What follows belongs to an exercise in optimizing a design on an open flow for small area; a production flow would make more cautious choices. In this exercise RTL edits were held to simulation tests only and were not proved equivalent to the original. Power is estimated from default activity; no workload was simulated.

==> design.v <==
`timescale 1ns / 1ps
package WivDefines;
typedef struct packed {
    bit valid;
    bit [63:0] PC;
    bit [31:0] instruction;
} IF_ID_t;
typedef struct packed {
    bit        valid;
    bit [63:0] PC;
    bit [6:0]  opcode;
    bit [2:0]  funct3;
    bit [6:0]  funct7;
    bit [63:0] dat_a;
    bit [63:0] dat_b;
    bit [4:0]  rd;
    bit [11:0] csr;
    bit        we;
    bit        ld;
    bit        st;
    bit        jmp;
    bit        invalidate_icache;
    bit        invalidate_dcache;
    bit        csr_st;
    bit        amo;
    bit        trap;
} ID_EX_t;
typedef struct packed {
    bit        valid;
    bit [63:0] PC;
    bit [2:0]  funct3;
    bit [4:0]  funct5;
    bit [63:0] data;
    bit [63:0] addr;
    bit [4:0]  rd;
    bit [11:0] csr;
    bit [63:0] csr_data;
    bit        we;
    bit        ld;
    bit        st;
    bit        csr_st;
    bit        amo;
} EX_MEM_t;
typedef struct packed {
    bit        valid;
    bit [63:0] PC;
    bit [63:0] data;
    bit [4:0]  rd;
    bit        we;
} MEM_WB_t;
typedef enum bit [6:0] {
    LOAD      = 7'h3,
    LOAD_FP   = 7'h7,
    CUSTOM_0  = 7'hB,
    MISC_MEM  = 7'hF,
    OP_IMM    = 7'h13,
    AUIPC     = 7'h17,
    OP_IMM_32 = 7'h1B,
    RESERVED0 = 7'h1F,
    STORE     = 7'h23,
    STORE_FP  = 7'h27,
    CUSTOM_1  = 7'h2B,
    AMO       = 7'h2F,
    OP        = 7'h33,
    LUI       = 7'h37,
    OP_32     = 7'h3B,
    RESERVED1 = 7'h3F,
    MADD      = 7'h43,
    MSUB      = 7'h47,
    NMSUB     = 7'h4B,
    NMADD     = 7'h4F,
    OP_FP     = 7'h53,
    RESERVED2 = 7'h57,
    CUSTOM_2  = 7'h5B,
    RESERVED3 = 7'h5F,
    BRANCH    = 7'h63,
    JALR      = 7'h67,
    RESERVED4 = 7'h6B,
    JAL       = 7'h6F,
    SYSTEM    = 7'h73,
    RESERVED5 = 7'h77,
    CUSTOM_3  = 7'h7B,
    RESERVED6 = 7'h7F
} opcode_type_t;
typedef enum bit [1:0] {
    C0        = 2'h0,
    C1        = 2'h1,
    C2        = 2'h2
} cop_type_t;
typedef enum bit [2:0] {
    C_ADDI4SPN= 3'h0,
    C_FLD     = 3'h1,
    C_LW      = 3'h2,
    C_LD      = 3'h3,
    C_RESERVED= 3'h4,
    C_FSD     = 3'h5,
    C_SW      = 3'h6,
    C_SD      = 3'h7
} cfunct3_c0_type_t;
typedef enum bit [2:0] {
    C_ADDI    = 3'h0,
    C_ADDIW   = 3'h1,
    C_LI      = 3'h2,
    C_LUI     = 3'h3,
    C_ALU     = 3'h4,
    C_J       = 3'h5,
    C_BEQZ    = 3'h6,
    C_BNEZ    = 3'h7
} cfunct3_c1_type_t;
typedef enum bit [2:0] {
    C_SLLI    = 3'h0,
    C_FLDSP   = 3'h1,
    C_LWSP    = 3'h2,
    C_LDSP    = 3'h3,
    C_SPECIAL = 3'h4,
    C_FSDSP   = 3'h5,
    C_SWSP    = 3'h6,
    C_SDSP    = 3'h7
} cfunct3_c2_type_t;
typedef enum bit [2:0] {
    ADDI      = 3'h0,
    SLLI      = 3'h1,
    SLTI      = 3'h2,
    SLTIU     = 3'h3,
    XORI      = 3'h4,
    SRLI_SRAI = 3'h5,
    ORI       = 3'h6,
    ANDI      = 3'h7
} funct3_type_t;
typedef enum bit [2:0] {
    LB_SB     = 3'h0,
    LH_SH     = 3'h1,
    LW_SW     = 3'h2,
    LD_SD     = 3'h3,
    LBU       = 3'h4,
    LHU       = 3'h5,
    LWU       = 3'h6
} funct3_ld_type_t;
typedef enum bit [2:0] {
    FENCE     = 3'h0,
    FENCE_I   = 3'h1
} funct3_misc_mem_type_t;
typedef enum bit [2:0] {
    PRIV      = 3'h0,
    CSRRW     = 3'h1,
    CSRRS     = 3'h2,
    CSRRC     = 3'h3,
    CSRRWI    = 3'h5,
    CSRRSI    = 3'h6,
    CSRRCI    = 3'h7
} funct3_system_type_t;
typedef enum bit [11:0] {
    ECALL      = 12'h000,
    EBREAK     = 12'h001,
    MRET       = 12'h302,
    WFI        = 12'h105
} funct12_system_type_t;
typedef enum bit [4:0] {
    AMOADD     = 5'h00,
    AMOSWAP    = 5'h01,
    LR         = 5'h02,
    SC         = 5'h03,
    AMOXOR     = 5'h04,
    AMOOR      = 5'h08,
    AMOAND     = 5'h0C,
    AMOMIN     = 5'h10,
    AMOMAX     = 5'h14,
    AMOMINU    = 5'h18,
    AMOMAXU    = 5'h1C
} funct5_amo_type_t;
typedef enum bit [1:0] {
    PMP_MODE_OFF    = 2'h0,
    PMP_MODE_TOR    = 2'h1,
    PMP_MODE_NA4    = 2'h2,
    PMP_MODE_NAPOT  = 2'h3
} pmp_cfg_mode_t;
typedef struct packed {
    bit             lock;
    pmp_cfg_mode_t  mode;
    bit             exec;
    bit             write;
    bit             read;
} pmp_cfg_t;
typedef enum bit [1:0] {
    PMP_REQ_EXEC    = 2'h0,
    PMP_REQ_READ    = 2'h1,
    PMP_REQ_WRITE   = 2'h2
} pmp_req_type_t;
endpackage: WivDefines
`timescale 1ns / 1ps
import WivDefines::*;
module core_ex(
    input i_clk,
    input i_reset,
    input  WivDefines::ID_EX_t  i_ID_EX,
    output WivDefines::EX_MEM_t o_EX_MEM,
    input  i_stall,
    input  i_flush,
    output o_dependency
);
WivDefines::EX_MEM_t EX_MEM;
assign o_EX_MEM = EX_MEM;
wire [6:0] opcode = i_ID_EX.opcode;
wire is_compressed = opcode[1:0] != 2'b11;
wire [63:0] dat_a = i_ID_EX.dat_a;
wire [63:0] dat_b = i_ID_EX.dat_b;
wire op_32bit = opcode == OP_32 || opcode == OP_IMM_32;
assign o_dependency = 1'b0;
always @(posedge i_clk) begin
    if(i_reset) begin
        EX_MEM.valid <= 1'b0;
        EX_MEM.PC <= 64'h0;
        EX_MEM.funct3 <= 3'h0;
        EX_MEM.funct5 <= 5'h0;
        EX_MEM.data <= 64'h0;
        EX_MEM.addr <= 64'h0;
        EX_MEM.rd <= 5'h0;
        EX_MEM.we <= 1'b0;
        EX_MEM.ld <= 1'b0;
        EX_MEM.st <= 1'b0;
        EX_MEM.csr <= 12'h0;
        EX_MEM.csr_data <= 64'h0;
        EX_MEM.csr_st <= 1'b0;
        EX_MEM.amo <= 1'b0;
    end
    else if(i_flush) begin
        EX_MEM.valid <= 1'b0;
        EX_MEM.PC <= 64'h0;
        EX_MEM.funct3 <= 3'h0;
        EX_MEM.funct5 <= 5'h0;
        EX_MEM.data <= 64'h0;
        EX_MEM.addr <= 64'h0;
        EX_MEM.rd <= 5'h0;
        EX_MEM.we <= 1'b0;
        EX_MEM.ld <= 1'b0;
        EX_MEM.st <= 1'b0;
        EX_MEM.csr <= 12'h0;
        EX_MEM.csr_data <= 64'h0;
        EX_MEM.csr_st <= 1'b0;
        EX_MEM.amo <= 1'b0;
    end
    else begin
        if(!i_stall) begin
            EX_MEM.valid <= i_ID_EX.valid && !i_stall;
            EX_MEM.rd <= 5'h0;
            EX_MEM.we <= 1'b0;
            EX_MEM.funct3 <= 3'h0;
            EX_MEM.funct5 <= 5'h0;
            EX_MEM.data <= 64'h0;
            EX_MEM.addr <= 64'h0;
            EX_MEM.ld <= 1'b0;
            EX_MEM.st <= 1'b0;
            EX_MEM.csr <= 12'h0;
            EX_MEM.csr_data <= 64'h0;
            EX_MEM.csr_st <= 1'b0;
            EX_MEM.amo <= 1'b0;
            if(i_ID_EX.valid) begin
                if(opcode == OP_IMM || opcode == OP || opcode == OP_IMM_32 || opcode == OP_32) begin
                    case(i_ID_EX.funct3)
                        ADDI: begin
                            if(!op_32bit)
                                if(opcode == OP && i_ID_EX.funct7[5:5])
                                    EX_MEM.data <= dat_a - dat_b;
                                else
                                    EX_MEM.data <= dat_a + dat_b;
                            else  
                                if(opcode == OP_32 && i_ID_EX.funct7[5:5])
                                    EX_MEM.data <= 64'($signed(dat_a[31:0] - dat_b[31:0]));
                                else
                                    EX_MEM.data <= 64'($signed(dat_a[31:0] + dat_b[31:0]));
                        end
                        SLTI:   EX_MEM.data <= ($signed(dat_a) < $signed(dat_b)) ? 64'h1 : 64'h0;
                        SLTIU:  EX_MEM.data <= (dat_a < dat_b) ? 64'h1 : 64'h0;
                        ANDI:   EX_MEM.data <= dat_a & dat_b;
                        ORI:    EX_MEM.data <= dat_a | dat_b;
                        XORI:   EX_MEM.data <= dat_a ^ dat_b;
                        SLLI: begin
                            if(!op_32bit)
                                EX_MEM.data <= dat_a << dat_b[5:0];
                            else begin
                                EX_MEM.data <= 64'($signed(32'(dat_a[31:0] << dat_b[4:0])));
                            end
                        end
                        SRLI_SRAI: begin
                            if(!op_32bit)  
                                if(i_ID_EX.funct7[5:5])
                                    EX_MEM.data <= $signed(dat_a) >>> dat_b[5:0];
                                else
                                    EX_MEM.data <= dat_a >> dat_b[5:0];
                            else
                                if(i_ID_EX.funct7[5:5])  
                                    EX_MEM.data <= 64'($signed($signed(dat_a[31:0]) >>> dat_b[4:0]));
                                else
                                    EX_MEM.data <= 64'($signed(dat_a[31:0] >> dat_b[4:0]));
                        end
                        default: begin
                            EX_MEM.valid <= 1'b0;
                        end
                    endcase
                end else if(opcode == SYSTEM) begin
                    EX_MEM.data <= dat_b;
                    case(i_ID_EX.funct3)
                        CSRRW, CSRRWI: begin
                            EX_MEM.csr_data <= dat_a;
                        end
                        CSRRC, CSRRCI: begin
                            EX_MEM.csr_data <= dat_b & ~dat_a;
                        end
                        CSRRS, CSRRSI: begin
                            EX_MEM.csr_data <= dat_b | dat_a;
                        end
                        default: begin
                            EX_MEM.csr_data <= dat_a + dat_b;
                        end
                    endcase
                end else if(is_compressed) begin
                    EX_MEM.data <= dat_a;
                    case(opcode[1:0])
                        C0: begin
                            if(i_ID_EX.funct3 == C_ADDI4SPN)
                                EX_MEM.data <= dat_a + dat_b;
                            else
                                EX_MEM.data <= dat_a;
                        end
                        C1: begin
                            if(i_ID_EX.funct3 == C_ADDIW)
                                EX_MEM.data <= 64'($signed(dat_a[31:0] + dat_b[31:0]));
                            else if(i_ID_EX.funct3 == C_ALU) begin
                                if(i_ID_EX.funct7[1:0] != 2'b11) begin
                                    case(i_ID_EX.funct7[1:0])
                                        2'b00: EX_MEM.data <= dat_a >> dat_b[5:0];
                                        2'b01: EX_MEM.data <= $signed(dat_a) >>> dat_b[5:0];
                                        2'b10: EX_MEM.data <= dat_a & 64'($signed(dat_b[5:0]));
                                        default: EX_MEM.data <= 64'h0;
                                    endcase
                                end else begin
                                    case(i_ID_EX.funct7[4:2])
                                        3'b000: EX_MEM.data <= dat_a - dat_b;
                                        3'b001: EX_MEM.data <= dat_a ^ dat_b;
                                        3'b010: EX_MEM.data <= dat_a | dat_b;
                                        3'b011: EX_MEM.data <= dat_a & dat_b;
                                        3'b100: EX_MEM.data <= 64'($signed(dat_a[31:0] - dat_b[31:0]));
                                        3'b101: EX_MEM.data <= 64'($signed(dat_a[31:0] + dat_b[31:0]));
                                        default: EX_MEM.data <= 64'h0;
                                    endcase
                                end
                            end
                            else
                                EX_MEM.data <= dat_a + dat_b;
                        end
                        C2: begin
                            case(i_ID_EX.funct3)
                                C_SLLI: begin
                                    EX_MEM.data <= dat_a << dat_b[5:0];
                                end
                                default: begin
                                    EX_MEM.data <= dat_a;
                                end
                            endcase
                        end
                        default: begin end
                    endcase
                end else if(opcode != STORE && opcode != LOAD && opcode != JALR && opcode != JAL && opcode != AMO) begin
                    EX_MEM.data <= dat_a + dat_b;
                end else begin
                    EX_MEM.data <= dat_a;
                end
                EX_MEM.funct3 <= i_ID_EX.funct3;
                EX_MEM.funct5 <= i_ID_EX.funct7[6:2];
                if(is_compressed && (i_ID_EX.ld || i_ID_EX.st)) begin
                    case(i_ID_EX.funct3)
                        C_SWSP,
                        C_LWSP: EX_MEM.funct3 <= LW_SW;
                        C_SDSP,
                        C_LDSP: EX_MEM.funct3 <= LD_SD;
                        default: begin end
                    endcase
                end
                EX_MEM.addr <= i_ID_EX.dat_b;
                EX_MEM.rd <= i_ID_EX.rd;
                EX_MEM.we <= i_ID_EX.we;
                EX_MEM.ld <= i_ID_EX.ld;
                EX_MEM.st <= i_ID_EX.st;
                EX_MEM.csr <= i_ID_EX.csr;
                EX_MEM.csr_st <= i_ID_EX.csr_st;
                EX_MEM.amo <= i_ID_EX.amo;
                EX_MEM.PC <= i_ID_EX.PC;
            end
        end
    end
end
endmodule
module wiv_ex(
    input         clk,
    input         rst,
    input         stall,
    input         flush,
    input         id_valid,
    input  [63:0] id_pc,
    input  [6:0]  id_opcode,
    input  [2:0]  id_funct3,
    input  [6:0]  id_funct7,
    input  [63:0] id_dat_a,
    input  [63:0] id_dat_b,
    input  [4:0]  id_rd,
    input  [11:0] id_csr,
    input         id_we,
    input         id_ld,
    input         id_st,
    input         id_csr_st,
    input         id_amo,
    output        ex_valid,
    output [63:0] ex_pc,
    output [2:0]  ex_funct3,
    output [4:0]  ex_funct5,
    output [63:0] ex_data,
    output [63:0] ex_addr,
    output [4:0]  ex_rd,
    output [11:0] ex_csr,
    output [63:0] ex_csr_data,
    output        ex_we,
    output        ex_ld,
    output        ex_st,
    output        ex_csr_st,
    output        ex_amo
);
WivDefines::ID_EX_t  id;
WivDefines::EX_MEM_t ex;
always_comb begin
    id = '0;
    id.valid    = id_valid;
    id.PC       = id_pc;
    id.opcode   = id_opcode;
    id.funct3   = id_funct3;
    id.funct7   = id_funct7;
    id.dat_a    = id_dat_a;
    id.dat_b    = id_dat_b;
    id.rd       = id_rd;
    id.csr      = id_csr;
    id.we       = id_we;
    id.ld       = id_ld;
    id.st       = id_st;
    id.csr_st   = id_csr_st;
    id.amo      = id_amo;
end
core_ex u_ex(
    .i_clk(clk),
    .i_reset(rst),
    .i_ID_EX(id),
    .o_EX_MEM(ex),
    .i_stall(stall),
    .i_flush(flush),
    .o_dependency()
);
assign ex_valid    = ex.valid;
assign ex_pc       = ex.PC;
assign ex_funct3   = ex.funct3;
assign ex_funct5   = ex.funct5;
assign ex_data     = ex.data;
assign ex_addr     = ex.addr;
assign ex_rd       = ex.rd;
assign ex_csr      = ex.csr;
assign ex_csr_data = ex.csr_data;
assign ex_we       = ex.we;
assign ex_ld       = ex.ld;
assign ex_st       = ex.st;
assign ex_csr_st   = ex.csr_st;
assign ex_amo      = ex.amo;
endmodule
==> run.sh <==
#!/bin/bash
# synth_recipe.tcl (not shown) runs the flow's synth.tcl, then flattens the netlist and writes it again
# the make line also repeats each setting of config.mk as NAME=value (left out here)
make -C /OpenROAD-flow-scripts/flow DESIGN_CONFIG=/design/flow/config.mk WORK_HOME=/design/flow/orfs CLKGATE_MAP_FILE= SYNTH_SCRIPT=/design/flow/synth_recipe.tcl finish
==> config.mk <==
export PLATFORM = sky130hd
export DESIGN_NAME = wiv_ex
export DESIGN_NICKNAME = wiv_ex
export VERILOG_FILES = /design/flow/design.v
export SDC_FILE = /design/flow/constraint.sdc
export NUM_CORES = 4
export LEC_CHECK = 0
export ABC_AREA = 1
export CAP_MARGIN = 20
export CORE_MARGIN = 2
export CORE_UTILIZATION = 25
export PLACE_DENSITY = 0.45
export SLEW_MARGIN = 20
==> constraint.sdc <==
create_clock -name core_clock -period 7.0 [get_ports {clk}]
set_input_delay 1.4000 -clock core_clock [delete_from_list [all_inputs] [get_ports {clk}]]
set_output_delay 1.4000 -clock core_clock [all_outputs]
set_load 0.01 [all_outputs]
==> out/qor.txt <==
CELLS AND AREA
--------------------------------------------------------------------------------------------------
Top Registers ....................................................................... u_ex.EX_MEM: 287 flops
Flip-flop count of the largest register after layout ................................          287
Fraction of final layout cells with drive strength greater than 1 ...................      0.07488
Largest register by flop count ......................................................  u_ex.EX_MEM
Highest-count cells in the layout ignoring fill and taps ............................ 3065 x nand2_1, 903 x a21oi_1, 820 x nand3_1, 734 x inv_1, 635 x nor2_1
Commonest non-fill, non-tap cell in the layout ......................................      nand2_1
Count of nets after finishing .......................................................         9881
Layout-stage area growth over the synthesis result ..................................       24.57%

FLOORPLANNING
--------------------------------------------------------------------------------------------------
Floorplan Core Area .................................................................  185600 um^2
Horizontal die dimension ............................................................     436.7 um
Total Die Area ......................................................................  190700 um^2
Row Count ...........................................................................          158
Die Height ..........................................................................     436.7 um
Initial Util ........................................................................       0.2521
Number of top-level pins ............................................................          523

GRT
--------------------------------------------------------------------------------------------------
Aggregate global routing overflow ...................................................            0
Largest net degree at the start of global routing ...................................          138
Overall global routing resource usage ...............................................       0.4837
Number of global-route vias before repair ...........................................        65690
Wire length of the first global-routing pass ........................................    623000 um
Number of antenna violations at the first check in global routing ...................           64

WORST HOLD PATH
--------------------------------------------------------------------------------------------------
Hold path start ..................................................................... u_ex.EX_MEM[90]
Terminating pin of the worst hold path .............................................. u_ex.EX_MEM[90]
Kind of path behind the tightest hold check .........................................      reg2reg
Cell depth of the worst min-delay path ..............................................            2

YOSYS
--------------------------------------------------------------------------------------------------
Count of flip-flops with a built-in enable after synthesis ..........................            0
Xor/xnor share of the synthesized area ..............................................     0.009705
Share of Yosys cell area claimed by the top area cell type ..........................       0.2459
Per-instance average area after synthesis ...........................................   5.249 um^2
Library cells used by synthesis .....................................................           67
YS warnings .........................................................................            2
Post-synthesis simple-gate area fraction ............................................       0.4094
Proportion of synthesized area in mux cells .........................................     0.003208
Share of synthesized cell area in full adder, half adder and majority cells .........      0.07037
Cell type with the highest aggregate area in the netlist ............................      nand2_1
Synth top area cells ................................................................ nand2_1 25%, dfxtp_1 12%, a21oi_1 9.7%
Fraction of synthesis flops using an asynchronous set or reset pin ..................            0
Post-synthesis cell area ............................................................   46800 um^2
Combinational family with the most area after synthesis ............................. simple AND/OR/NAND/NOR gates
Complex-gate fraction of the synthesized area .......................................       0.2640
Number of storage elements in the synthesis netlist .................................          287
Post-synthesis instance total .......................................................         8916
Post-synthesis net count ............................................................         9414
Fraction of the yosys area taken by sequential cells ................................       0.1228
Predominant post-synthesis flop cell ................................................      dfxtp_1

STA
--------------------------------------------------------------------------------------------------
Max-Slew Margin vs Limit ............................................................       0.1715
Unrepaired setup endpoints after global routing .....................................        false
Worst clock skew ....................................................................         0 ns
Number of setup violations in the final report ......................................            0
Max Freq ............................................................................    161.3 MHz
Fin. Hold Viols .....................................................................            0
Sum of negative setup slack .........................................................         0 ns
Final critical-path required period .................................................     6.200 ns
Slew Limit Fails ....................................................................            0
Final critical-path share of the clock period .......................................       0.8858
Transition time at the pin with the least slew margin ...............................     1.230 ns

PLACED DESIGN
--------------------------------------------------------------------------------------------------
Post-detailed-placement half-perimeter wirelength ...................................    385400 um
Routability-driven placement congestion ratio .......................................        1.099
Port Buf Inserts ....................................................................          522

POWER AND IR DROP
--------------------------------------------------------------------------------------------------
Total power divided by cell area .................................................... 159.1 nW/um^2
Total power after layout ............................................................     9.273 mW
LEAKAGE .............................................................................     26.41 nW
IR drop worst, VDD ..................................................................     158.5 uV

CRITICAL PATH
--------------------------------------------------------------------------------------------------
Crit Reg-Reg Startpoint ............................................................. u_ex.EX_MEM[174]
Kind of launch point of the worst setup path ........................................    input pin
Endpoint type of the worst setup path ...............................................    flip-flop
Launching instance or port of the critical path ..................................... id_dat_a[18]
R2r setup slk .......................................................................      5.95 ns
Cell depth of the worst flop-to-flop path ...........................................            3
Data arrival at the endpoint of the critical path ...................................      6.79 ns
Required time of the worst setup path ...............................................      7.59 ns
R2r endpoint ........................................................................ u_ex.EX_MEM[174]
Category of the critical setup timing path ..........................................       in2reg
Critical-path maximum fanout ........................................................           19

CTS
--------------------------------------------------------------------------------------------------
Clock transition time at the flip-flop clock pins of the worst setup and hold paths .      0.07 ns
Clock H-tree levels .................................................................            2
Hold buffer count at CTS ............................................................            0
Buffers from clock root to sink, at most ............................................            3
Clock latency at the later pin of the worst-skew pair ...............................      0.67 ns
Post-CTS setup-driven buffer insertion count ........................................            0
CTS tree ............................................................................        built
Clock buffer count from CTS .........................................................           41
Number of clock sinks ...............................................................          287
Clock root buffer ...................................................................    clkbuf_16
PostCTS Resize Cnt ..................................................................            0

ROUTING
--------------------------------------------------------------------------------------------------
Total iterations of the first detailed-routing run ..................................            8
Ratio of routed vias to standard cells ..............................................        6.094
Final ANT Viol Nets .................................................................            0
Total vias in the final route .......................................................        72640
Average routed wire per standard cell ...............................................     40.66 um
Count of routing violations after the opening detailed-route iteration ..............        13140
Final routed DRC violation total ....................................................            0
Routed wire length ..................................................................    484700 um

JOB
--------------------------------------------------------------------------------------------------
Max capacitance violation total .....................................................            0

STATUS
--------------------------------------------------------------------------------------------------
Status ..............................................................................  timing/DRC/antenna clean

-- through the flow --
stage | instance area [um^2] | setup slack (ns) | hold WS [ns] | utilization | std cells
2_1_floorplan | 46800 | 2.504 | 0.4805 | - | 8916
3_3_place_gp | 56830 | 0.4575 | 0.4478 | 0.3062 | 11820
3_5_place_dp | 56830 | 0.5336 | 0.4536 | 0.3062 | 11820
4_1_cts | 58230 | 1.244 | 0.4607 | 0.3137 | 11900
5_1_grt | 58240 | 0.8158 | 0.4807 | 0.3138 | 11900
6_report | 58300 | 0.7996 | 0.4603 | 0.3140 | 11920
-- cell usage after synthesis, types with 35 or more instances --
master / n
nor3_1: 52
buf_1: 106
dfxtp_1: 287
a22oi_1: 35
o22ai_1: 58
nand4_1: 57
nor2_1: 649
buf_2: 150
inv_1: 741
clkbuf_1: 313
o21ai_0: 552
xor2_1: 48
o21ai_1: 205
a21oi_1: 903
o221ai_1: 64
nand3_1: 822
o21a_1: 44
nand2_1: 3066
ha_1: 260
o211ai_1: 161
inv_2: 35
-- power by group --
part | switching [mW] | total, mW | internal (mW) | leakage [nW]
registers | 0.0323 | 1.70 | 1.67 | 2.32
clock network | 1.03 | 2.32 | 1.29 | 0.678
logic | 3.95 | 5.25 | 1.30 | 23.4
-- layer usage --
layer / global-route usage / vias up / part of all wire
li1: - / 30410 / -
met1: 0.6127 / 35490 / 0.40
met2: 0.6471 / 5645 / 0.38
met3: 0.2212 / 1070 / 0.15
met4: 0.3185 / 28 / 0.079
met5: 0 / - / 0.00039
-- critical path: stages --
cell	delay (ns)
clkdlybuf4s50_1	1.00
inv_1	0.51
ha_1	0.61
a21oi_1	0.31
nand2_1	0.09
nand2_1	0.08
nand2_1	0.13
a21oi_2	0.18
nand2_1	0.21
nand2_1	0.16
nand2_1	0.20
inv_2	0.19
o21ai_4	0.07
inv_2	0.65
a21oi_1	0.17
o21ai_1	0.17
nand2_1	0.29
buf_12	0.23
a21oi_1	0.11
-- cells by family (layout without fill, tap and decap cells) --
kind of cell	Yosys count	after routing
AND/OR/NAND/NOR	4713	4713
AO/OA/AOI/OAI	2189	2189
buffers and inverters	1399	1898
flip-flops	287	287
adder cells (fa/ha/maj)	262	262
XOR/XNOR	51	51
multiplexers	15	15
other	0	26
-- worst max path at each step --
stage	to	slack (ns)
detailed placement	u_ex.EX_MEM[198]	0.53
floorplan	u_ex.EX_MEM[196]	2.50
global route	u_ex.EX_MEM[181]	0.82
CTS	u_ex.EX_MEM[198]	1.24
finish	u_ex.EX_MEM[198]	0.80
global placement	u_ex.EX_MEM[198]	0.46
-- final cells by class --
cell class              instances  area [um^2]
diodes                         26        65.06
multi-input cells            7230        35540
clock inverters                13        186.4
repair buffers               1036         9457
fillers                     21750       127300
flip-flops and latches        287         5746
inverters                     787         2987
well taps                    2480         3103
clock buffers                  62         1215

separate check: timing with driven ports:
How much do the figures lean on ideal ports? The routed layout below was timed once more, with nothing changed but the port constraints. Step 1 sets driving cells, clkbuf_16 on the clock port and buf_2 on the other inputs (assumed; they add their load-dependent delay and slew). Step 2 also shifts input and output timing later by t, the mid clock arrival at the registers, as if the neighbouring blocks saw the same clock. Three values: ideal, step 1, step 2; two values: the first two.
t (ns): 0.784
setup slack, ns: 0.800 / 0.862 / 0.078
clock arrival spread, ns: 0.065 / 0.065
pins driven straight from the clock port: 1
After both steps setup and hold are still met in this run. The setup slack of this run moves by +0.062 ns with the drivers and by -0.722 ns with both steps.
